What follows belongs to an exercise in optimizing a design on an open flow for small area; a production flow would make more cautious choices.
No run shown here included a check of the RTL's function; only the layout flow was run.
No activity file was given, so power comes from the tool's default toggle rates.

==> flow/design.v, too long to show whole: its modules and the start of the top module <==
// module vending_machine: 1067 lines
// module g_fa: 6 lines
// module g_ha: 6 lines
// module g_nand2: 5 lines
// module g_nor2: 5 lines
// module g_nor2b: 5 lines
// module g_and2: 5 lines
// module g_or2: 5 lines
// module g_inv: 5 lines
// module g_xor2: 5 lines
// module g_xnor2: 5 lines
// module g_a21oi: 5 lines
// module g_mux2i: 5 lines
// module g_a22oi: 5 lines
// module g_a222oi: 5 lines
// module g_a22o: 5 lines
module vending_machine(pclk,prst,pvalid,pready,paddr,pwdata,prdata,wr_rd,coin,coin_valid,num_of_tea_reqd,num_of_milk_reqd,num_of_coffee_reqd,num_of_tea_served,num_of_coffee_served,num_of_milk_served,machine_ready);
  // ...
==> flow/flow/run.sh <==
#!/bin/bash
# Own layout flow: the standard synthesis, every logic cell set to its smallest
# drive strength (the flow's timing repair sizes up what needs it), port buffers
# of the smallest buffer then the
# standard layout steps.
set -euo pipefail
bash standard.sh synth > synth.log 2>&1
R=orfs/results/$FLOW_PLATFORM/vending_machine/base
openroad -no_init -exit -threads "${NUM_CORES:-4}" \
  -log downsize.log flow/downsize.tcl > downsize.out 2>&1
bash standard.sh "BUFFER_PORTS_ARGS=-buffer_cell sky130_fd_sc_hd__buf_1" \
  "CTS_ARGS=-sink_clustering_enable -repair_clock_nets -dont_use_dummy_load -buf_list {sky130_fd_sc_hd__clkbuf_4 sky130_fd_sc_hd__clkbuf_8} -sink_clustering_size 12 -sink_clustering_max_diameter 60" \
  finish > layout.log 2>&1
==> flow/flow/downsize.tcl <==
# Swap each combinational cell of the synthesized netlist to the smallest-area
# cell of the same family (same name but the drive-strength suffix).
set res orfs/results/$::env(FLOW_PLATFORM)/vending_machine/base
read_db $res/1_synth.odb
set db [ord::get_db]
set lib_masters {}
foreach lib [$db getLibs] {
  foreach m [$lib getMasters] {
    set n [$m getName]
    if {[regexp {^(.*)_([0-9]+)$} $n -> base drive]} {
      dict lappend lib_masters $base $m
    }
  }
}
set dont_use {}
if {[info exists ::env(DONT_USE_CELLS)]} { set dont_use [split $::env(DONT_USE_CELLS)] }
set swapped 0
foreach inst [[[$db getChip] getBlock] getInsts] {
  set m [$inst getMaster]
  set n [$m getName]
  if {![regexp {^(.*)_([0-9]+)$} $n -> base drive]} { continue }
  if {[regexp {df|dl|sdf|edf|conb|tap|fill|decap|clk} $base]} { continue }
  set best $m
  set ba [expr {[$m getWidth] * [$m getHeight]}]
  foreach c [dict get $lib_masters $base] {
    if {[lsearch -exact $dont_use [$c getName]] >= 0} { continue }
    set a [expr {[$c getWidth] * [$c getHeight]}]
    if {$a < $ba} { set best $c; set ba $a }
  }
  if {$best ne $m} {
    $inst swapMaster $best
    incr swapped
  }
}
puts "downsized $swapped instances"
write_db $res/1_synth.odb
==> flow/standard.sh <==
#!/bin/bash
# synth_recipe.tcl (not shown) runs the flow's synth.tcl, then flattens the netlist and writes it again
# the make line also repeats each setting of config.mk as NAME=value (left out here)
make -C /OpenROAD-flow-scripts/flow DESIGN_CONFIG=/design/flow/config.mk WORK_HOME=/design/flow/orfs CLKGATE_MAP_FILE= SYNTH_SCRIPT=/design/flow/synth_recipe.tcl "${@:-finish}"
==> flow/config.mk <==
export PLATFORM = sky130hd
export DESIGN_NAME = vending_machine
export DESIGN_NICKNAME = vending_machine
export VERILOG_FILES = /design/flow/design.v
export SDC_FILE = /design/flow/constraint.sdc
export NUM_CORES = 4
export LEC_CHECK = 0
export CAP_MARGIN = 5
export CORE_MARGIN = 2
export CORE_UTILIZATION = 62
export GPL_TIMING_DRIVEN = 0
export SLEW_MARGIN = 5
export SYNTH_HIERARCHICAL = 1
==> flow/constraint.sdc <==
create_clock -name core_clock -period 12.0 [get_ports {pclk}]
set_input_delay 2.4000 -clock core_clock [delete_from_list [all_inputs] [get_ports {pclk}]]
set_output_delay 2.4000 -clock core_clock [all_outputs]
set_load 0.01 [all_outputs]
==> results_dict.tcl, run 1 <==
set metrics [dict create \
    regMostFlops "credit" \
    skew_ns 0.04392 \
    powerSeq_uw 483 \
    bufAreaShareNonClock 0.04259 \
    dp_cells 873 \
    sh_seq_area 0.2887 \
    power.group.top "combinational cells" \
    p_per_area_mw_per_mm2 293.4 \
    rows 42 \
    cts_tree "done" \
    drtIter0Drc 923 \
    clk_pin_slew_ns 0.12 \
    met3_usage 0.05122 \
    pg_comb_mw 2.11 \
    htreeDepth 3 \
    cp_num_cells 31 \
    ant_nets 0 \
    finalPower_mw 2.767 \
    drive_above_1_share 0.06954 \
    core-area_mm2 0.01335 \
    hold_path.class "reg -> reg" \
    pg_clk_uw 173 \
    avgViaCountPerCell 6.827 \
    final-max-slew-violation-count 0 \
    multiInputCombCellCount 502 \
    cp-start-kind "flop" \
    maxCapViolCount 0 \
    syn_avg_cell_area_um2 13.75 \
    outcome "finished clean" \
    met2_length_mm 9.273 \
    fp.dieW_um 121.5 \
    p_int_mw 1.551 \
    worst_slew_pin_slew_ns 1.173 \
    critical_path_class "reg -> reg" \
    n_tap_cell 176 \
    start_util 0.6408 \
    seqCellArea_mm2 0.002723 \
    seqPwrFrac 0.174 \
    synthCells 622 \
    fmax_ghz 0.08575 \
    wl_met3_mm 1.608 \
]
==> run 2, diff against run 1 <==
--- a/flow/design.v
+++ b/flow/design.v
@@ -53,17 +53,17 @@
 	if (!coin_valid) cv = 10'd0;
 end
 wire [31:0] c;
 wire cc10, cc22;
 wire [22:10] pre;
 wire [22:0] low;
 wire [31:0] credit_d;
 wire [32:22] O, Z;
-wire tkp, kpp, up, dn, updn;
+wire tkp, kpp, up, dn;
 wire sv;
 wire [11:0] served_d;
   wire n1, n2;
   g_ha u3 (.a(credit[0]), .b(cv[0]), .s(n1), .co(n2));
   assign c[0] = n1;
   wire n4, n5;
   g_fa u6 (.a(credit[1]), .b(cv[1]), .ci(n2), .s(n4), .co(n5));
   assign c[1] = n4;
@@ -679,394 +679,395 @@
   wire n749, n750;
   g_fa u751 (.a(n497), .b(n511), .ci(n747), .s(n749), .co(n750));
   wire n752, n753;
   g_fa u754 (.a(n512), .b(n526), .ci(n750), .s(n752), .co(n753));
   wire n755, n756;
   g_fa u757 (.a(n527), .b(n541), .ci(n753), .s(n755), .co(n756));
   wire n758, n759;
   g_fa u760 (.a(n542), .b(n556), .ci(n756), .s(n758), .co(n759));
-  wire n761;
-  g_xor2 u762 (.a(n557), .b(n571), .y(n761));
-  wire n763;
-  g_xor2 u764 (.a(n761), .b(n759), .y(n763));
-  wire n765;
-  g_mux2i u766 (.a0(n557), .a1(n759), .sel(n761), .y(n765));
-  wire n767;
-  g_xor2 u768 (.a(n572), .b(n586), .y(n767));
-  wire n769;
-  g_xnor2 u770 (.a(n767), .b(n765), .y(n769));
-  wire n771;
-  g_nand2 u772 (.a(n572), .b(n586), .y(n771));
-  wire n773;
-  g_nor2 u774 (.a(n572), .b(n586), .y(n773));
-  wire n775;
-  g_a21oi u776 (.a1(n771), .a2(n765), .b1(n773), .y(n775));
-  wire n777;
-  g_xor2 u778 (.a(n587), .b(n601), .y(n777));
-  wire n779;
-  g_xor2 u780 (.a(n777), .b(n775), .y(n779));
-  wire n781;
-  g_mux2i u782 (.a0(n587), .a1(n775), .sel(n777), .y(n781));
-  wire n783;
-  g_xor2 u784 (.a(n602), .b(n616), .y(n783));
-  wire n785;
-  g_xnor2 u786 (.a(n783), .b(n781), .y(n785));
-  wire n787;
-  g_nand2 u788 (.a(n602), .b(n616), .y(n787));
-  wire n789;
-  g_nor2 u790 (.a(n602), .b(n616), .y(n789));
-  wire n791;
-  g_a21oi u792 (.a1(n787), .a2(n781), .b1(n789), .y(n791));
-  wire n793;
-  g_xor2 u794 (.a(n617), .b(n631), .y(n793));
-  wire n795;
-  g_xor2 u796 (.a(n793), .b(n791), .y(n795));
-  wire n797;
-  g_mux2i u798 (.a0(n617), .a1(n791), .sel(n793), .y(n797));
-  wire n799;
-  g_xor2 u800 (.a(n632), .b(n646), .y(n799));
-  wire n801;
-  g_xnor2 u802 (.a(n799), .b(n797), .y(n801));
-  wire n803;
-  g_nand2 u804 (.a(n632), .b(n646), .y(n803));
-  wire n805;
-  g_nor2 u806 (.a(n632), .b(n646), .y(n805));
-  wire n807;
-  g_a21oi u808 (.a1(n803), .a2(n797), .b1(n805), .y(n807));
-  wire n809;
-  g_xor2 u810 (.a(n647), .b(n661), .y(n809));
-  wire n811;
-  g_xor2 u812 (.a(n809), .b(n807), .y(n811));
-  wire n813;
-  g_mux2i u814 (.a0(n647), .a1(n807), .sel(n809), .y(n813));
-  wire n815;
-  g_xor2 u816 (.a(n662), .b(n676), .y(n815));
-  wire n817;
-  g_xnor2 u818 (.a(n815), .b(n813), .y(n817));
-  wire n819;
-  g_nand2 u820 (.a(n662), .b(n676), .y(n819));
-  wire n821;
-  g_nor2 u822 (.a(n662), .b(n676), .y(n821));
-  wire n823;
-  g_a21oi u824 (.a1(n819), .a2(n813), .b1(n821), .y(n823));
-  wire n825;
-  g_xor2 u826 (.a(n677), .b(n691), .y(n825));
-  wire n827;
-  g_xor2 u828 (.a(n825), .b(n823), .y(n827));
-  wire n829;
-  g_mux2i u830 (.a0(n677), .a1(n823), .sel(n825), .y(n829));
-  wire n831;
-  g_xor2 u832 (.a(n692), .b(n706), .y(n831));
-  wire n833;
-  g_xnor2 u834 (.a(n831), .b(n829), .y(n833));
-  wire n835;
-  g_nand2 u836 (.a(n692), .b(n706), .y(n835));
-  wire n837;
-  g_nor2 u838 (.a(n692), .b(n706), .y(n837));
-  wire n839;
-  g_a21oi u840 (.a1(n835), .a2(n829), .b1(n837), .y(n839));
-  wire n841;
-  g_xnor2 u842 (.a(n718), .b(n839), .y(n841));
-  wire n843;
-  g_or2 u844 (.a(n718), .b(n839), .y(n843));
-  wire n845;
-  g_xor2 u846 (.a(n719), .b(n727), .y(n845));
-  wire n847;
-  g_xor2 u848 (.a(n845), .b(n843), .y(n847));
-  wire n849;
-  g_mux2i u850 (.a0(n719), .a1(n843), .sel(n845), .y(n849));
-  wire n851;
-  g_xor2 u852 (.a(n728), .b(n730), .y(n851));
-  wire n853;
-  g_xnor2 u854 (.a(n851), .b(n849), .y(n853));
-  wire n855;
-  g_nand2 u856 (.a(n728), .b(n730), .y(n855));
-  wire n857;
-  g_nor2 u858 (.a(n728), .b(n730), .y(n857));
-  wire n859;
-  g_a21oi u860 (.a1(n855), .a2(n849), .b1(n857), .y(n859));
-  wire n861;
-  g_xor2 u862 (.a(c[21]), .b(n731), .y(n861));
-  wire n863;
-  g_xor2 u864 (.a(n861), .b(n859), .y(n863));
-  wire n865;
-  g_mux2i u866 (.a0(c[21]), .a1(n859), .sel(n861), .y(n865));
-  wire n867;
-  g_inv u868 (.a(n865), .y(n867));
-  assign low = {n867, n863, n853, n847, n841, n833, n827, n817, n811, n801, n795, n785, n779, n769, n763, n758, n755, n752, n749, n745, n741, n737, n733};
-  wire n869;
-  g_a222oi u870 (.a1(st), .a2(tea_cost[0]), .b1(sc), .b2(coffee_cost[0]), .c1(sm), .c2(milk_cost[0]), .y(n869));
-  wire n871;
-  g_inv u872 (.a(n869), .y(n871));
-  assign rsel[0] = n871;
-  wire n873;
-  g_a222oi u874 (.a1(st), .a2(tea_cost[1]), .b1(sc), .b2(coffee_cost[1]), .c1(sm), .c2(milk_cost[1]), .y(n873));
-  wire n875;
-  g_inv u876 (.a(n873), .y(n875));
-  assign rsel[1] = n875;
-  wire n877;
-  g_a222oi u878 (.a1(st), .a2(tea_cost[2]), .b1(sc), .b2(coffee_cost[2]), .c1(sm), .c2(milk_cost[2]), .y(n877));
-  wire n879;
-  g_inv u880 (.a(n877), .y(n879));
-  assign rsel[2] = n879;
-  wire n881;
-  g_a222oi u882 (.a1(st), .a2(tea_cost[3]), .b1(sc), .b2(coffee_cost[3]), .c1(sm), .c2(milk_cost[3]), .y(n881));
-  wire n883;
-  g_inv u884 (.a(n881), .y(n883));
-  assign rsel[3] = n883;
-  wire n885;
-  g_a222oi u886 (.a1(st), .a2(tea_cost[4]), .b1(sc), .b2(coffee_cost[4]), .c1(sm), .c2(milk_cost[4]), .y(n885));
-  wire n887;
-  g_inv u888 (.a(n885), .y(n887));
-  assign rsel[4] = n887;
-  wire n889;
-  g_a222oi u890 (.a1(st), .a2(tea_cost[5]), .b1(sc), .b2(coffee_cost[5]), .c1(sm), .c2(milk_cost[5]), .y(n889));
-  wire n891;
-  g_inv u892 (.a(n889), .y(n891));
-  assign rsel[5] = n891;
-  wire n893;
-  g_a222oi u894 (.a1(st), .a2(tea_cost[6]), .b1(sc), .b2(coffee_cost[6]), .c1(sm), .c2(milk_cost[6]), .y(n893));
-  wire n895;
-  g_inv u896 (.a(n893), .y(n895));
-  assign rsel[6] = n895;
-  wire n897;
-  g_a222oi u898 (.a1(st), .a2(tea_cost[7]), .b1(sc), .b2(coffee_cost[7]), .c1(sm), .c2(milk_cost[7]), .y(n897));
-  wire n899;
-  g_inv u900 (.a(n897), .y(n899));
-  assign rsel[7] = n899;
-  wire n901;
-  g_and2 u902 (.a(num_of_tea_reqd[0]), .b(sv), .y(n901));
-  assign served_d[0] = n901;
-  wire n903;
-  g_and2 u904 (.a(num_of_tea_reqd[1]), .b(sv), .y(n903));
-  assign served_d[1] = n903;
-  wire n905;
-  g_and2 u906 (.a(num_of_tea_reqd[2]), .b(sv), .y(n905));
-  assign served_d[2] = n905;
-  wire n907;
-  g_and2 u908 (.a(num_of_tea_reqd[3]), .b(sv), .y(n907));
-  assign served_d[3] = n907;
-  wire n909;
-  g_and2 u910 (.a(num_of_coffee_reqd[0]), .b(sv), .y(n909));
-  assign served_d[4] = n909;
-  wire n911;
-  g_and2 u912 (.a(num_of_coffee_reqd[1]), .b(sv), .y(n911));
-  assign served_d[5] = n911;
-  wire n913;
-  g_and2 u914 (.a(num_of_coffee_reqd[2]), .b(sv), .y(n913));
-  assign served_d[6] = n913;
-  wire n915;
-  g_and2 u916 (.a(num_of_coffee_reqd[3]), .b(sv), .y(n915));
-  assign served_d[7] = n915;
-  wire n917;
-  g_and2 u918 (.a(num_of_milk_reqd[0]), .b(sv), .y(n917));
-  assign served_d[8] = n917;
-  wire n919;
-  g_and2 u920 (.a(num_of_milk_reqd[1]), .b(sv), .y(n919));
-  assign served_d[9] = n919;
-  wire n921;
-  g_and2 u922 (.a(num_of_milk_reqd[2]), .b(sv), .y(n921));
-  assign served_d[10] = n921;
-  wire n923;
-  g_and2 u924 (.a(num_of_milk_reqd[3]), .b(sv), .y(n923));
-  assign served_d[11] = n923;
-  wire n925;
-  g_a22o u926 (.a1(tkp), .a2(low[0]), .b1(kpp), .b2(c[0]), .y(n925));
-  assign credit_d[0] = n925;
-  wire n927;
-  g_a22o u928 (.a1(tkp), .a2(low[1]), .b1(kpp), .b2(c[1]), .y(n927));
-  assign credit_d[1] = n927;
-  wire n929;
-  g_a22o u930 (.a1(tkp), .a2(low[2]), .b1(kpp), .b2(c[2]), .y(n929));
-  assign credit_d[2] = n929;
-  wire n931;
-  g_a22o u932 (.a1(tkp), .a2(low[3]), .b1(kpp), .b2(c[3]), .y(n931));
-  assign credit_d[3] = n931;
-  wire n933;
-  g_a22o u934 (.a1(tkp), .a2(low[4]), .b1(kpp), .b2(c[4]), .y(n933));
-  assign credit_d[4] = n933;
-  wire n935;
-  g_a22o u936 (.a1(tkp), .a2(low[5]), .b1(kpp), .b2(c[5]), .y(n935));
-  assign credit_d[5] = n935;
-  wire n937;
-  g_a22o u938 (.a1(tkp), .a2(low[6]), .b1(kpp), .b2(c[6]), .y(n937));
-  assign credit_d[6] = n937;
-  wire n939;
-  g_a22o u940 (.a1(tkp), .a2(low[7]), .b1(kpp), .b2(c[7]), .y(n939));
-  assign credit_d[7] = n939;
-  wire n941;
-  g_a22o u942 (.a1(tkp), .a2(low[8]), .b1(kpp), .b2(c[8]), .y(n941));
-  assign credit_d[8] = n941;
-  wire n943;
-  g_a22o u944 (.a1(tkp), .a2(low[9]), .b1(kpp), .b2(c[9]), .y(n943));
-  assign credit_d[9] = n943;
-  wire n945;
-  g_a22o u946 (.a1(tkp), .a2(low[10]), .b1(kpp), .b2(c[10]), .y(n945));
-  assign credit_d[10] = n945;
-  wire n947;
-  g_a22o u948 (.a1(tkp), .a2(low[11]), .b1(kpp), .b2(c[11]), .y(n947));
-  assign credit_d[11] = n947;
-  wire n949;
-  g_a22o u950 (.a1(tkp), .a2(low[12]), .b1(kpp), .b2(c[12]), .y(n949));
-  assign credit_d[12] = n949;
-  wire n951;
-  g_a22o u952 (.a1(tkp), .a2(low[13]), .b1(kpp), .b2(c[13]), .y(n951));
-  assign credit_d[13] = n951;
-  wire n953;
-  g_a22o u954 (.a1(tkp), .a2(low[14]), .b1(kpp), .b2(c[14]), .y(n953));
-  assign credit_d[14] = n953;
-  wire n955;
-  g_a22o u956 (.a1(tkp), .a2(low[15]), .b1(kpp), .b2(c[15]), .y(n955));
-  assign credit_d[15] = n955;
-  wire n957;
-  g_a22o u958 (.a1(tkp), .a2(low[16]), .b1(kpp), .b2(c[16]), .y(n957));
-  assign credit_d[16] = n957;
-  wire n959;
-  g_a22o u960 (.a1(tkp), .a2(low[17]), .b1(kpp), .b2(c[17]), .y(n959));
-  assign credit_d[17] = n959;
-  wire n961;
-  g_a22o u962 (.a1(tkp), .a2(low[18]), .b1(kpp), .b2(c[18]), .y(n961));
-  assign credit_d[18] = n961;
-  wire n963;
-  g_a22o u964 (.a1(tkp), .a2(low[19]), .b1(kpp), .b2(c[19]), .y(n963));
-  assign credit_d[19] = n963;
-  wire n965;
-  g_a22o u966 (.a1(tkp), .a2(low[20]), .b1(kpp), .b2(c[20]), .y(n965));
-  assign credit_d[20] = n965;
-  wire n967;
-  g_a22o u968 (.a1(tkp), .a2(low[21]), .b1(kpp), .b2(c[21]), .y(n967));
-  assign credit_d[21] = n967;
+  wire n761, n762;
+  g_fa u763 (.a(n557), .b(n571), .ci(n759), .s(n761), .co(n762));
+  wire n764, n765;
+  g_fa u766 (.a(n572), .b(n586), .ci(n762), .s(n764), .co(n765));
+  wire n767, n768;
+  g_fa u769 (.a(n587), .b(n601), .ci(n765), .s(n767), .co(n768));
+  wire n770;
+  g_xor2 u771 (.a(n602), .b(n616), .y(n770));
+  wire n772;
+  g_xor2 u773 (.a(n770), .b(n768), .y(n772));
+  wire n774;
+  g_mux2i u775 (.a0(n602), .a1(n768), .sel(n770), .y(n774));
+  wire n776;
+  g_xor2 u777 (.a(n617), .b(n631), .y(n776));
+  wire n778;
+  g_xnor2 u779 (.a(n776), .b(n774), .y(n778));
+  wire n780;
+  g_nand2 u781 (.a(n617), .b(n631), .y(n780));
+  wire n782;
+  g_nor2 u783 (.a(n617), .b(n631), .y(n782));
+  wire n784;
+  g_a21oi u785 (.a1(n780), .a2(n774), .b1(n782), .y(n784));
+  wire n786;
+  g_xor2 u787 (.a(n632), .b(n646), .y(n786));
+  wire n788;
+  g_xor2 u789 (.a(n786), .b(n784), .y(n788));
+  wire n790;
+  g_mux2i u791 (.a0(n632), .a1(n784), .sel(n786), .y(n790));
+  wire n792;
+  g_xor2 u793 (.a(n647), .b(n661), .y(n792));
+  wire n794;
+  g_xnor2 u795 (.a(n792), .b(n790), .y(n794));
+  wire n796;
+  g_nand2 u797 (.a(n647), .b(n661), .y(n796));
+  wire n798;
+  g_nor2 u799 (.a(n647), .b(n661), .y(n798));
+  wire n800;
+  g_a21oi u801 (.a1(n796), .a2(n790), .b1(n798), .y(n800));
+  wire n802;
+  g_xor2 u803 (.a(n662), .b(n676), .y(n802));
+  wire n804;
+  g_xor2 u805 (.a(n802), .b(n800), .y(n804));
+  wire n806;
+  g_mux2i u807 (.a0(n662), .a1(n800), .sel(n802), .y(n806));
+  wire n808;
+  g_xor2 u809 (.a(n677), .b(n691), .y(n808));
+  wire n810;
+  g_xnor2 u811 (.a(n808), .b(n806), .y(n810));
+  wire n812;
+  g_nand2 u813 (.a(n677), .b(n691), .y(n812));
+  wire n814;
+  g_nor2 u815 (.a(n677), .b(n691), .y(n814));
+  wire n816;
+  g_a21oi u817 (.a1(n812), .a2(n806), .b1(n814), .y(n816));
+  wire n818;
+  g_xor2 u819 (.a(n692), .b(n706), .y(n818));
+  wire n820;
+  g_xor2 u821 (.a(n818), .b(n816), .y(n820));
+  wire n822;
+  g_mux2i u823 (.a0(n692), .a1(n816), .sel(n818), .y(n822));
+  wire n824;
+  g_xor2 u825 (.a(n718), .b(n822), .y(n824));
+  wire n826;
+  g_nor2b u827 (.a(n718), .bn(n822), .y(n826));
+  wire n828;
+  g_xor2 u829 (.a(n719), .b(n727), .y(n828));
+  wire n830;
+  g_xnor2 u831 (.a(n828), .b(n826), .y(n830));
+  wire n832;
+  g_nand2 u833 (.a(n719), .b(n727), .y(n832));
+  wire n834;
+  g_nor2 u835 (.a(n719), .b(n727), .y(n834));
+  wire n836;
+  g_a21oi u837 (.a1(n832), .a2(n826), .b1(n834), .y(n836));
+  wire n838;
+  g_xor2 u839 (.a(n728), .b(n730), .y(n838));
+  wire n840;
+  g_xor2 u841 (.a(n838), .b(n836), .y(n840));
+  wire n842;
+  g_mux2i u843 (.a0(n728), .a1(n836), .sel(n838), .y(n842));
+  wire n844;
+  g_xor2 u845 (.a(c[21]), .b(n731), .y(n844));
+  wire n846;
+  g_xnor2 u847 (.a(n844), .b(n842), .y(n846));
+  wire n848;
+  g_nand2 u849 (.a(c[21]), .b(n731), .y(n848));
+  wire n850;
+  g_nor2 u851 (.a(c[21]), .b(n731), .y(n850));
+  wire n852;
+  g_a21oi u853 (.a1(n848), .a2(n842), .b1(n850), .y(n852));
+  assign low = {n852, n846, n840, n830, n824, n820, n810, n804, n794, n788, n778, n772, n767, n764, n761, n758, n755, n752, n749, n745, n741, n737, n733};
+  wire n854;
+  g_a222oi u855 (.a1(st), .a2(tea_cost[0]), .b1(sc), .b2(coffee_cost[0]), .c1(sm), .c2(milk_cost[0]), .y(n854));
+  wire n856;
+  g_inv u857 (.a(n854), .y(n856));
+  assign rsel[0] = n856;
+  wire n858;
+  g_a222oi u859 (.a1(st), .a2(tea_cost[1]), .b1(sc), .b2(coffee_cost[1]), .c1(sm), .c2(milk_cost[1]), .y(n858));
+  wire n860;
+  g_inv u861 (.a(n858), .y(n860));
+  assign rsel[1] = n860;
+  wire n862;
+  g_a222oi u863 (.a1(st), .a2(tea_cost[2]), .b1(sc), .b2(coffee_cost[2]), .c1(sm), .c2(milk_cost[2]), .y(n862));
+  wire n864;
+  g_inv u865 (.a(n862), .y(n864));
+  assign rsel[2] = n864;
+  wire n866;
+  g_a222oi u867 (.a1(st), .a2(tea_cost[3]), .b1(sc), .b2(coffee_cost[3]), .c1(sm), .c2(milk_cost[3]), .y(n866));
+  wire n868;
+  g_inv u869 (.a(n866), .y(n868));
+  assign rsel[3] = n868;
+  wire n870;
+  g_a222oi u871 (.a1(st), .a2(tea_cost[4]), .b1(sc), .b2(coffee_cost[4]), .c1(sm), .c2(milk_cost[4]), .y(n870));
+  wire n872;
+  g_inv u873 (.a(n870), .y(n872));
+  assign rsel[4] = n872;
+  wire n874;
+  g_a222oi u875 (.a1(st), .a2(tea_cost[5]), .b1(sc), .b2(coffee_cost[5]), .c1(sm), .c2(milk_cost[5]), .y(n874));
+  wire n876;
+  g_inv u877 (.a(n874), .y(n876));
+  assign rsel[5] = n876;
+  wire n878;
+  g_a222oi u879 (.a1(st), .a2(tea_cost[6]), .b1(sc), .b2(coffee_cost[6]), .c1(sm), .c2(milk_cost[6]), .y(n878));
+  wire n880;
+  g_inv u881 (.a(n878), .y(n880));
+  assign rsel[6] = n880;
+  wire n882;
+  g_a222oi u883 (.a1(st), .a2(tea_cost[7]), .b1(sc), .b2(coffee_cost[7]), .c1(sm), .c2(milk_cost[7]), .y(n882));
+  wire n884;
+  g_inv u885 (.a(n882), .y(n884));
+  assign rsel[7] = n884;
+  wire n886;
+  g_and2 u887 (.a(num_of_tea_reqd[0]), .b(sv), .y(n886));
+  assign served_d[0] = n886;
+  wire n888;
+  g_and2 u889 (.a(num_of_tea_reqd[1]), .b(sv), .y(n888));
+  assign served_d[1] = n888;
+  wire n890;
+  g_and2 u891 (.a(num_of_tea_reqd[2]), .b(sv), .y(n890));
+  assign served_d[2] = n890;
+  wire n892;
+  g_and2 u893 (.a(num_of_tea_reqd[3]), .b(sv), .y(n892));
+  assign served_d[3] = n892;
+  wire n894;
+  g_and2 u895 (.a(num_of_coffee_reqd[0]), .b(sv), .y(n894));
+  assign served_d[4] = n894;
+  wire n896;
+  g_and2 u897 (.a(num_of_coffee_reqd[1]), .b(sv), .y(n896));
+  assign served_d[5] = n896;
+  wire n898;
+  g_and2 u899 (.a(num_of_coffee_reqd[2]), .b(sv), .y(n898));
+  assign served_d[6] = n898;
+  wire n900;
+  g_and2 u901 (.a(num_of_coffee_reqd[3]), .b(sv), .y(n900));
+  assign served_d[7] = n900;
+  wire n902;
+  g_and2 u903 (.a(num_of_milk_reqd[0]), .b(sv), .y(n902));
+  assign served_d[8] = n902;
+  wire n904;
+  g_and2 u905 (.a(num_of_milk_reqd[1]), .b(sv), .y(n904));
+  assign served_d[9] = n904;
+  wire n906;
+  g_and2 u907 (.a(num_of_milk_reqd[2]), .b(sv), .y(n906));
+  assign served_d[10] = n906;
+  wire n908;
+  g_and2 u909 (.a(num_of_milk_reqd[3]), .b(sv), .y(n908));
+  assign served_d[11] = n908;
+  wire n910;
+  g_a22o u911 (.a1(tkp), .a2(low[0]), .b1(kpp), .b2(c[0]), .y(n910));
+  assign credit_d[0] = n910;
+  wire n912;
+  g_a22o u913 (.a1(tkp), .a2(low[1]), .b1(kpp), .b2(c[1]), .y(n912));
+  assign credit_d[1] = n912;
+  wire n914;
+  g_a22o u915 (.a1(tkp), .a2(low[2]), .b1(kpp), .b2(c[2]), .y(n914));
+  assign credit_d[2] = n914;
+  wire n916;
+  g_a22o u917 (.a1(tkp), .a2(low[3]), .b1(kpp), .b2(c[3]), .y(n916));
+  assign credit_d[3] = n916;
+  wire n918;
+  g_a22o u919 (.a1(tkp), .a2(low[4]), .b1(kpp), .b2(c[4]), .y(n918));
+  assign credit_d[4] = n918;
+  wire n920;
+  g_a22o u921 (.a1(tkp), .a2(low[5]), .b1(kpp), .b2(c[5]), .y(n920));
+  assign credit_d[5] = n920;
+  wire n922;
+  g_a22o u923 (.a1(tkp), .a2(low[6]), .b1(kpp), .b2(c[6]), .y(n922));
+  assign credit_d[6] = n922;
+  wire n924;
+  g_a22o u925 (.a1(tkp), .a2(low[7]), .b1(kpp), .b2(c[7]), .y(n924));
+  assign credit_d[7] = n924;
+  wire n926;
+  g_a22o u927 (.a1(tkp), .a2(low[8]), .b1(kpp), .b2(c[8]), .y(n926));
+  assign credit_d[8] = n926;
+  wire n928;
+  g_a22o u929 (.a1(tkp), .a2(low[9]), .b1(kpp), .b2(c[9]), .y(n928));
+  assign credit_d[9] = n928;
+  wire n930;
+  g_a22o u931 (.a1(tkp), .a2(low[10]), .b1(kpp), .b2(c[10]), .y(n930));
+  assign credit_d[10] = n930;
+  wire n932;
+  g_a22o u933 (.a1(tkp), .a2(low[11]), .b1(kpp), .b2(c[11]), .y(n932));
+  assign credit_d[11] = n932;
+  wire n934;
+  g_a22o u935 (.a1(tkp), .a2(low[12]), .b1(kpp), .b2(c[12]), .y(n934));
+  assign credit_d[12] = n934;
+  wire n936;
+  g_a22o u937 (.a1(tkp), .a2(low[13]), .b1(kpp), .b2(c[13]), .y(n936));
+  assign credit_d[13] = n936;
+  wire n938;
+  g_a22o u939 (.a1(tkp), .a2(low[14]), .b1(kpp), .b2(c[14]), .y(n938));
+  assign credit_d[14] = n938;
+  wire n940;
+  g_a22o u941 (.a1(tkp), .a2(low[15]), .b1(kpp), .b2(c[15]), .y(n940));
+  assign credit_d[15] = n940;
+  wire n942;
+  g_a22o u943 (.a1(tkp), .a2(low[16]), .b1(kpp), .b2(c[16]), .y(n942));
+  assign credit_d[16] = n942;
+  wire n944;
+  g_a22o u945 (.a1(tkp), .a2(low[17]), .b1(kpp), .b2(c[17]), .y(n944));
+  assign credit_d[17] = n944;
+  wire n946;
+  g_a22o u947 (.a1(tkp), .a2(low[18]), .b1(kpp), .b2(c[18]), .y(n946));
+  assign credit_d[18] = n946;
+  wire n948;
+  g_a22o u949 (.a1(tkp), .a2(low[19]), .b1(kpp), .b2(c[19]), .y(n948));
+  assign credit_d[19] = n948;
+  wire n950;
+  g_a22o u951 (.a1(tkp), .a2(low[20]), .b1(kpp), .b2(c[20]), .y(n950));
+  assign credit_d[20] = n950;
+  wire n952;
+  g_a22o u953 (.a1(tkp), .a2(low[21]), .b1(kpp), .b2(c[21]), .y(n952));
+  assign credit_d[21] = n952;
   assign O[22] = 1'b1;
   assign Z[22] = 1'b1;
   assign O[23] = credit[22];
   assign Z[23] = ~credit[22];
-  wire n969;
-  g_and2 u970 (.a(O[23]), .b(credit[23]), .y(n969));
-  assign O[24] = n969;
-  wire n971;
-  g_nor2b u972 (.a(credit[23]), .bn(Z[23]), .y(n971));
-  assign Z[24] = n971;
-  wire n973;
-  g_and2 u974 (.a(O[24]), .b(credit[24]), .y(n973));
-  assign O[25] = n973;
-  wire n975;
-  g_nor2b u976 (.a(credit[24]), .bn(Z[24]), .y(n975));
-  assign Z[25] = n975;
-  wire n977;
-  g_and2 u978 (.a(O[25]), .b(credit[25]), .y(n977));
-  assign O[26] = n977;
-  wire n979;
-  g_nor2b u980 (.a(credit[25]), .bn(Z[25]), .y(n979));
-  assign Z[26] = n979;
-  wire n981;
-  g_and2 u982 (.a(O[26]), .b(credit[26]), .y(n981));
-  assign O[27] = n981;
-  wire n983;
-  g_nor2b u984 (.a(credit[26]), .bn(Z[26]), .y(n983));
-  assign Z[27] = n983;
-  wire n985;
-  g_and2 u986 (.a(O[27]), .b(credit[27]), .y(n985));
-  assign O[28] = n985;
-  wire n987;
-  g_nor2b u988 (.a(credit[27]), .bn(Z[27]), .y(n987));
-  assign Z[28] = n987;
-  wire n989;
-  g_and2 u990 (.a(O[28]), .b(credit[28]), .y(n989));
-  assign O[29] = n989;
-  wire n991;
-  g_nor2b u992 (.a(credit[28]), .bn(Z[28]), .y(n991));
-  assign Z[29] = n991;
-  wire n993;
-  g_and2 u994 (.a(O[29]), .b(credit[29]), .y(n993));
-  assign O[30] = n993;
-  wire n995;
-  g_nor2b u996 (.a(credit[29]), .bn(Z[29]), .y(n995));
-  assign Z[30] = n995;
-  wire n997;
-  g_and2 u998 (.a(O[30]), .b(credit[30]), .y(n997));
-  assign O[31] = n997;
-  wire n999;
-  g_nor2b u1000 (.a(credit[30]), .bn(Z[30]), .y(n999));
-  assign Z[31] = n999;
-  wire n1001;
-  g_and2 u1002 (.a(O[31]), .b(credit[31]), .y(n1001));
-  assign O[32] = n1001;
-  wire n1003;
-  g_nor2b u1004 (.a(credit[31]), .bn(Z[31]), .y(n1003));
-  assign Z[32] = n1003;
-  wire n1005;
-  g_a21oi u1006 (.a1(prst), .a2(credit[22]), .b1(updn), .y(n1005));
-  wire n1007;
-  g_xnor2 u1008 (.a(credit[22]), .b(n1005), .y(n1007));
-  assign credit_d[22] = n1007;
-  wire n1009;
-  g_a222oi u1010 (.a1(up), .a2(O[23]), .b1(dn), .b2(Z[23]), .c1(prst), .c2(credit[23]), .y(n1009));
-  wire n1011;
-  g_xnor2 u1012 (.a(credit[23]), .b(n1009), .y(n1011));
-  assign credit_d[23] = n1011;
-  wire n1013;
-  g_a222oi u1014 (.a1(up), .a2(O[24]), .b1(dn), .b2(Z[24]), .c1(prst), .c2(credit[24]), .y(n1013));
-  wire n1015;
-  g_xnor2 u1016 (.a(credit[24]), .b(n1013), .y(n1015));
-  assign credit_d[24] = n1015;
-  wire n1017;
-  g_a222oi u1018 (.a1(up), .a2(O[25]), .b1(dn), .b2(Z[25]), .c1(prst), .c2(credit[25]), .y(n1017));
-  wire n1019;
-  g_xnor2 u1020 (.a(credit[25]), .b(n1017), .y(n1019));
-  assign credit_d[25] = n1019;
-  wire n1021;
-  g_a222oi u1022 (.a1(up), .a2(O[26]), .b1(dn), .b2(Z[26]), .c1(prst), .c2(credit[26]), .y(n1021));
-  wire n1023;
-  g_xnor2 u1024 (.a(credit[26]), .b(n1021), .y(n1023));
-  assign credit_d[26] = n1023;
-  wire n1025;
-  g_a222oi u1026 (.a1(up), .a2(O[27]), .b1(dn), .b2(Z[27]), .c1(prst), .c2(credit[27]), .y(n1025));
-  wire n1027;
-  g_xnor2 u1028 (.a(credit[27]), .b(n1025), .y(n1027));
-  assign credit_d[27] = n1027;
-  wire n1029;
-  g_a222oi u1030 (.a1(up), .a2(O[28]), .b1(dn), .b2(Z[28]), .c1(prst), .c2(credit[28]), .y(n1029));
-  wire n1031;
-  g_xnor2 u1032 (.a(credit[28]), .b(n1029), .y(n1031));
-  assign credit_d[28] = n1031;
-  wire n1033;
-  g_a222oi u1034 (.a1(up), .a2(O[29]), .b1(dn), .b2(Z[29]), .c1(prst), .c2(credit[29]), .y(n1033));
-  wire n1035;
-  g_xnor2 u1036 (.a(credit[29]), .b(n1033), .y(n1035));
-  assign credit_d[29] = n1035;
-  wire n1037;
-  g_a222oi u1038 (.a1(up), .a2(O[30]), .b1(dn), .b2(Z[30]), .c1(prst), .c2(credit[30]), .y(n1037));
-  wire n1039;
-  g_xnor2 u1040 (.a(credit[30]), .b(n1037), .y(n1039));
-  assign credit_d[30] = n1039;
-  wire n1041;
-  g_a222oi u1042 (.a1(up), .a2(O[31]), .b1(dn), .b2(Z[31]), .c1(prst), .c2(credit[31]), .y(n1041));
-  wire n1043;
-  g_xnor2 u1044 (.a(credit[31]), .b(n1041), .y(n1043));
-  assign credit_d[31] = n1043;
+  wire n954;
+  g_and2 u955 (.a(O[23]), .b(credit[23]), .y(n954));
+  assign O[24] = n954;
+  wire n956;
+  g_nor2b u957 (.a(credit[23]), .bn(Z[23]), .y(n956));
+  assign Z[24] = n956;
+  wire n958;
+  g_and2 u959 (.a(O[24]), .b(credit[24]), .y(n958));
+  assign O[25] = n958;
+  wire n960;
+  g_nor2b u961 (.a(credit[24]), .bn(Z[24]), .y(n960));
+  assign Z[25] = n960;
+  wire n962;
+  g_and2 u963 (.a(O[25]), .b(credit[25]), .y(n962));
+  assign O[26] = n962;
+  wire n964;
+  g_nor2b u965 (.a(credit[25]), .bn(Z[25]), .y(n964));
+  assign Z[26] = n964;
+  wire n966;
+  g_and2 u967 (.a(O[26]), .b(credit[26]), .y(n966));
+  assign O[27] = n966;
+  wire n968;
+  g_nor2b u969 (.a(credit[26]), .bn(Z[26]), .y(n968));
+  assign Z[27] = n968;
+  wire n970;
+  g_and2 u971 (.a(O[27]), .b(credit[27]), .y(n970));
+  assign O[28] = n970;
+  wire n972;
+  g_nor2b u973 (.a(credit[27]), .bn(Z[27]), .y(n972));
+  assign Z[28] = n972;
+  wire n974;
+  g_and2 u975 (.a(O[28]), .b(credit[28]), .y(n974));
+  assign O[29] = n974;
+  wire n976;
+  g_nor2b u977 (.a(credit[28]), .bn(Z[28]), .y(n976));
+  assign Z[29] = n976;
+  wire n978;
+  g_and2 u979 (.a(O[29]), .b(credit[29]), .y(n978));
+  assign O[30] = n978;
+  wire n980;
+  g_nor2b u981 (.a(credit[29]), .bn(Z[29]), .y(n980));
+  assign Z[30] = n980;
+  wire n982;
+  g_and2 u983 (.a(O[30]), .b(credit[30]), .y(n982));
+  assign O[31] = n982;
+  wire n984;
+  g_nor2b u985 (.a(credit[30]), .bn(Z[30]), .y(n984));
+  assign Z[31] = n984;
+  wire n986;
+  g_and2 u987 (.a(O[31]), .b(credit[31]), .y(n986));
+  assign O[32] = n986;
+  wire n988;
+  g_nor2b u989 (.a(credit[31]), .bn(Z[31]), .y(n988));
+  assign Z[32] = n988;
+  wire n990;
+  g_nor2 u991 (.a(up), .b(dn), .y(n990));
+  wire n992;
+  g_xor2 u993 (.a(credit[22]), .b(n990), .y(n992));
+  wire n994;
+  g_nor2 u995 (.a(prst), .b(n992), .y(n994));
+  assign credit_d[22] = n994;
+  wire n996;
+  g_a22oi u997 (.a1(up), .a2(O[23]), .b1(dn), .b2(Z[23]), .y(n996));
+  wire n998;
+  g_xor2 u999 (.a(credit[23]), .b(n996), .y(n998));
+  wire n1000;
+  g_nor2 u1001 (.a(prst), .b(n998), .y(n1000));
+  assign credit_d[23] = n1000;
+  wire n1002;
+  g_a22oi u1003 (.a1(up), .a2(O[24]), .b1(dn), .b2(Z[24]), .y(n1002));
+  wire n1004;
+  g_xor2 u1005 (.a(credit[24]), .b(n1002), .y(n1004));
+  wire n1006;
+  g_nor2 u1007 (.a(prst), .b(n1004), .y(n1006));
+  assign credit_d[24] = n1006;
+  wire n1008;
+  g_a22oi u1009 (.a1(up), .a2(O[25]), .b1(dn), .b2(Z[25]), .y(n1008));
+  wire n1010;
+  g_xor2 u1011 (.a(credit[25]), .b(n1008), .y(n1010));
+  wire n1012;
+  g_nor2 u1013 (.a(prst), .b(n1010), .y(n1012));
+  assign credit_d[25] = n1012;
+  wire n1014;
+  g_a22oi u1015 (.a1(up), .a2(O[26]), .b1(dn), .b2(Z[26]), .y(n1014));
+  wire n1016;
+  g_xor2 u1017 (.a(credit[26]), .b(n1014), .y(n1016));
+  wire n1018;
+  g_nor2 u1019 (.a(prst), .b(n1016), .y(n1018));
+  assign credit_d[26] = n1018;
+  wire n1020;
+  g_a22oi u1021 (.a1(up), .a2(O[27]), .b1(dn), .b2(Z[27]), .y(n1020));
+  wire n1022;
+  g_xor2 u1023 (.a(credit[27]), .b(n1020), .y(n1022));
+  wire n1024;
+  g_nor2 u1025 (.a(prst), .b(n1022), .y(n1024));
+  assign credit_d[27] = n1024;
+  wire n1026;
+  g_a22oi u1027 (.a1(up), .a2(O[28]), .b1(dn), .b2(Z[28]), .y(n1026));
+  wire n1028;
+  g_xor2 u1029 (.a(credit[28]), .b(n1026), .y(n1028));
+  wire n1030;
+  g_nor2 u1031 (.a(prst), .b(n1028), .y(n1030));
+  assign credit_d[28] = n1030;
+  wire n1032;
+  g_a22oi u1033 (.a1(up), .a2(O[29]), .b1(dn), .b2(Z[29]), .y(n1032));
+  wire n1034;
+  g_xor2 u1035 (.a(credit[29]), .b(n1032), .y(n1034));
+  wire n1036;
+  g_nor2 u1037 (.a(prst), .b(n1034), .y(n1036));
+  assign credit_d[29] = n1036;
+  wire n1038;
+  g_a22oi u1039 (.a1(up), .a2(O[30]), .b1(dn), .b2(Z[30]), .y(n1038));
+  wire n1040;
+  g_xor2 u1041 (.a(credit[30]), .b(n1038), .y(n1040));
+  wire n1042;
+  g_nor2 u1043 (.a(prst), .b(n1040), .y(n1042));
+  assign credit_d[30] = n1042;
+  wire n1044;
+  g_a22oi u1045 (.a1(up), .a2(O[31]), .b1(dn), .b2(Z[31]), .y(n1044));
+  wire n1046;
+  g_xor2 u1047 (.a(credit[31]), .b(n1044), .y(n1046));
+  wire n1048;
+  g_nor2 u1049 (.a(prst), .b(n1046), .y(n1048));
+  assign credit_d[31] = n1048;
 wire c31 = credit[31] ^ (cc22 & O[31]);
 wire chi_zero = cc22 ? O[32] : Z[32];
 wire ok = coin_valid & ~c31;
 wire serve = ~c31 & (low[22] | ~chi_zero);
 wire take = ok & (low[22] | ~chi_zero);
 wire bw = ok & ~chi_zero & ~low[22];
-assign up = ~prst & cc22 & ~bw;
-assign dn = ~prst & bw & ~cc22;
-assign updn = up | dn;
+assign up = cc22 & ~bw;
+assign dn = bw & ~cc22;
 assign sv = serve & ~prst;
 assign tkp = ~prst & ok & (low[22] | ~chi_zero);
 assign kpp = ~prst & ~(ok & (low[22] | ~chi_zero));
 always @(posedge pclk) begin
 	credit <= credit_d;
-	machine_ready <= ~prst & (machine_ready | coin_valid);
 	if (prst | coin_valid) begin
 		num_of_tea_served <= served_d[3:0];
 		num_of_coffee_served <= served_d[7:4];
 		num_of_milk_served <= served_d[11:8];
+		machine_ready <= ~prst;
 	end
 end
 endmodule
 module g_fa(a, b, ci, s, co);
 input a, b, ci;
 output s, co;
 assign s = a ^ b ^ ci;
 assign co = (a & b) | (a & ci) | (b & ci);
==> run 2 against run 1 <==
Effect of this change: still clean; register-to-register slack improved by 0.11 ns; sequential power about the same; non-clock buffer count decreased by 2; maximum frequency increased by 0.79%; clock-buffer cell count unchanged; critical path depth decreased by 4; combinational power decreased by 7%; largest cell class unchanged.
==> results_dict.tcl, run 2 <==
set metrics [dict create \
    rows 42 \
    hpwl_mm 15.37 \
    skew_ns 0.03877 \
    slew_headroom 0.1825 \
    yosysWarningCount 7 \
    drtIter0Drc 1152 \
    grt_pass1_vias 5939 \
    syn_avg_cell_area_um2 13.82 \
    grt_max_degree 23 \
    final-max-slew-violation-count 0 \
    avgViaCountPerCell 6.852 \
    netlist_area_mm2 0.008513 \
    cp-start-kind "primary input" \
    hold_path.class "reg -> reg" \
    gp_congestion 0.8706 \
    layout_commonest_cell "fa_1" \
    totalWireLength_mm 19.46 \
    p_per_area_mw_per_mm2 279.4 \
    post_drt_wl_per_cell_um 21.94 \
    track_usage 0.2793 \
    ant_nets 0 \
    cp-end-kind "flop" \
    htreeDepth 3 \
    portBuffers 73 \
    setup_viol 0 \
    start_util 0.6378 \
    largest_reg_flops 32 \
    cp.required_ns 12.22 \
    finalCritPeriodShare 0.9643 \
    leakagePower_nw 3.276 \
    clockBufferDepth 2 \
    post-route-util 0.7013 \
    grt.overflow.total 0 \
    dp_cells 866 \
    clock-sinks 102 \
    final_nets 932 \
    clock_tree.root_cell "clkbuf_8" \
    outcome "finished clean" \
    clkLatencyLatePin_ns 0.38 \
    antenna_found_initial 0 \
    die_area_mm2 0.01468 \
    area_delta_synth_final_pct 9.950 \
    maxCapViolCount 0 \
    vdd_ir_drop_max_v 0.0002061 \
    fin_cells 887 \
    route.detailed.drc 0 \
    synth_nets 835 \
    vias 6078 \
    first_pass_iters 10 \
    final_cell_mix "148 x fa_1, 98 x a222oi_1, 73 x buf_1" \
    dieHeight_um 121.2 \
    cts_tree "done" \
    fp.dieW_um 121.2 \
    critical_path_class "in -> reg" \
    num_io_pins 74 \
    whs_ns 0.5508 \
    crit_arrival_ns 11.79 \
    clk_pin_slew_ns 0.09 \
    worst_slew_pin_slew_ns 1.224 \
    hold_buffers 0 \
    drive_above_1_share 0.06610 \
    fin_crit_ns 11.57 \
    core-area_mm2 0.01335 \
    fmax_ghz 0.08642 \
    worstPathMaxFanout 16 \
    synthCells 616 \
    antenna_cells 0 \
    grt_pass1_wl_mm 31.33 \
    finalHoldViolCount 0 \
    regMostFlops "credit" \
    placed_cell_area_mm2 0.009057 \
    numCtsBuffers 9 \
    rsz0062_at_grt "false" \
    final_area_mm2 0.009360 \
]
-- run 2: what timing repair did --
item                                    in CTS  in global routing
pin swaps                                    0                  3
resized for setup                            6                 18
setup buffers                                0                 12
endpoints found under the hold margin        0                  0
cloned                                       0                  0
endpoints found under the setup margin      32                 44
-- run 2: power by group --
part           switching, mW  total (mW)  leakage (nW)  internal (mW)
clock                  0.106       0.173        0.0647         0.0676
sequential            0.0422       0.486         0.960          0.444
combinational           1.00        1.96          2.25          0.955
total                   1.15        2.62          3.28           1.47
-- run 2: stage by stage --
stage / power (mW) / setup TNS (ns) / setup slack (ns)
after floorplan: 2.022 / 0 / 0.6589
after global placement: 2.282 / -23.80 / -0.7394
after detailed placement: 2.395 / -23.88 / -0.6542
after CTS: 2.566 / 0 / 0.003762
after global routing: 2.881 / 0 / 0.004961
final: 2.615 / 0 / 0.4288
-- run 2: path summary, 6_finish.rpt --
check | start | depth (start not counted) | slack (ns) | to
min reg2reg | credit[24] | 2 | 0.55 | credit[24]
min | credit[24] | 2 | 0.55 | credit[24]
max | num_of_milk_reqd[3] | 27 | 0.43 | credit[31]
max reg2reg | coffee_cost[0] | 32 | 0.45 | credit[31]
-- run 2: worst max-delay path, cell delays in order --
cell	delay [ns]
buf_1	0.18
nor2b_1	0.99
a222oi_1	0.23
fa_1	0.49
fa_1	0.47
fa_1	0.47
fa_1	0.48
fa_1	0.46
fa_1	0.47
fa_1	0.48
fa_1	0.54
fa_1	0.43
fa_1	0.51
fa_1	0.43
fa_1	0.57
xor2_2	0.19
mux2i_1	0.27
nor2b_2	0.22
a21oi_1	0.11
mux2i_2	0.23
a21oi_2	0.10
nand2b_2	0.23
nor4_4	0.29
buf_4	0.22
a22oi_1	0.10
xor2_1	0.17
nor2_1	0.06
-- run 2: per-layer routing --
metal | global-route usage | vias to the layer above | wire (um)
met2 | 0.4284 | 353 | 8832
li1 | - | 2640 | -
met1 | 0.4246 | 3068 | 8589
met5 | 0 | - | 0
met4 | 0.06394 | 0 | 240
met3 | 0.04793 | 17 | 1802
-- run 2: final cells by class --
cell class,count,area [um^2]
Multi-Input combinational cell,498,5848
Fill cell,973,3988
Sequential cell,102,2733
Timing Repair Buffer,86,375.4
Tap cell,176,220.2
Clock buffer,9,123.9
Inverter,14,52.55
Buffer,2,7.507

[afterwards: timing with drivers on the ports]
The flow's constraints put no driver on any port. The routed layouts listed below were extracted and timed again, unchanged, in two steps.
Step 1 (the two cells are an assumption about what drives the block):
set clk [get_ports {pclk}]
set_driving_cell -lib_cell sky130_fd_sc_hd__clkbuf_16 $clk
set_driving_cell -lib_cell sky130_fd_sc_hd__buf_2 [delete_from_list [all_inputs] $clk]
Step 2 also shifts input and output timing later by t, the mid clock arrival at the registers, as if the neighbouring blocks saw the same clock.
Slacks: no drivers / after step 1 / after step 2; pairs: no drivers / after step 1.
run	shift t [ns]	slack for setup (ns)	worst setup path after step 2	worst data-port slew with drivers (ns)
run 1	0.412	0.338 / 0.338 / -0.006	input to register	0.04
run 2	0.406	0.429 / 0.445 / 0.039	input to register	0.04
With both steps, setup timing fails in run 1, where it was met with ideal ports. For run 2, which loses most, drivers alone change the setup slack by +0.016 ns; drivers and shift together by -0.390 ns.
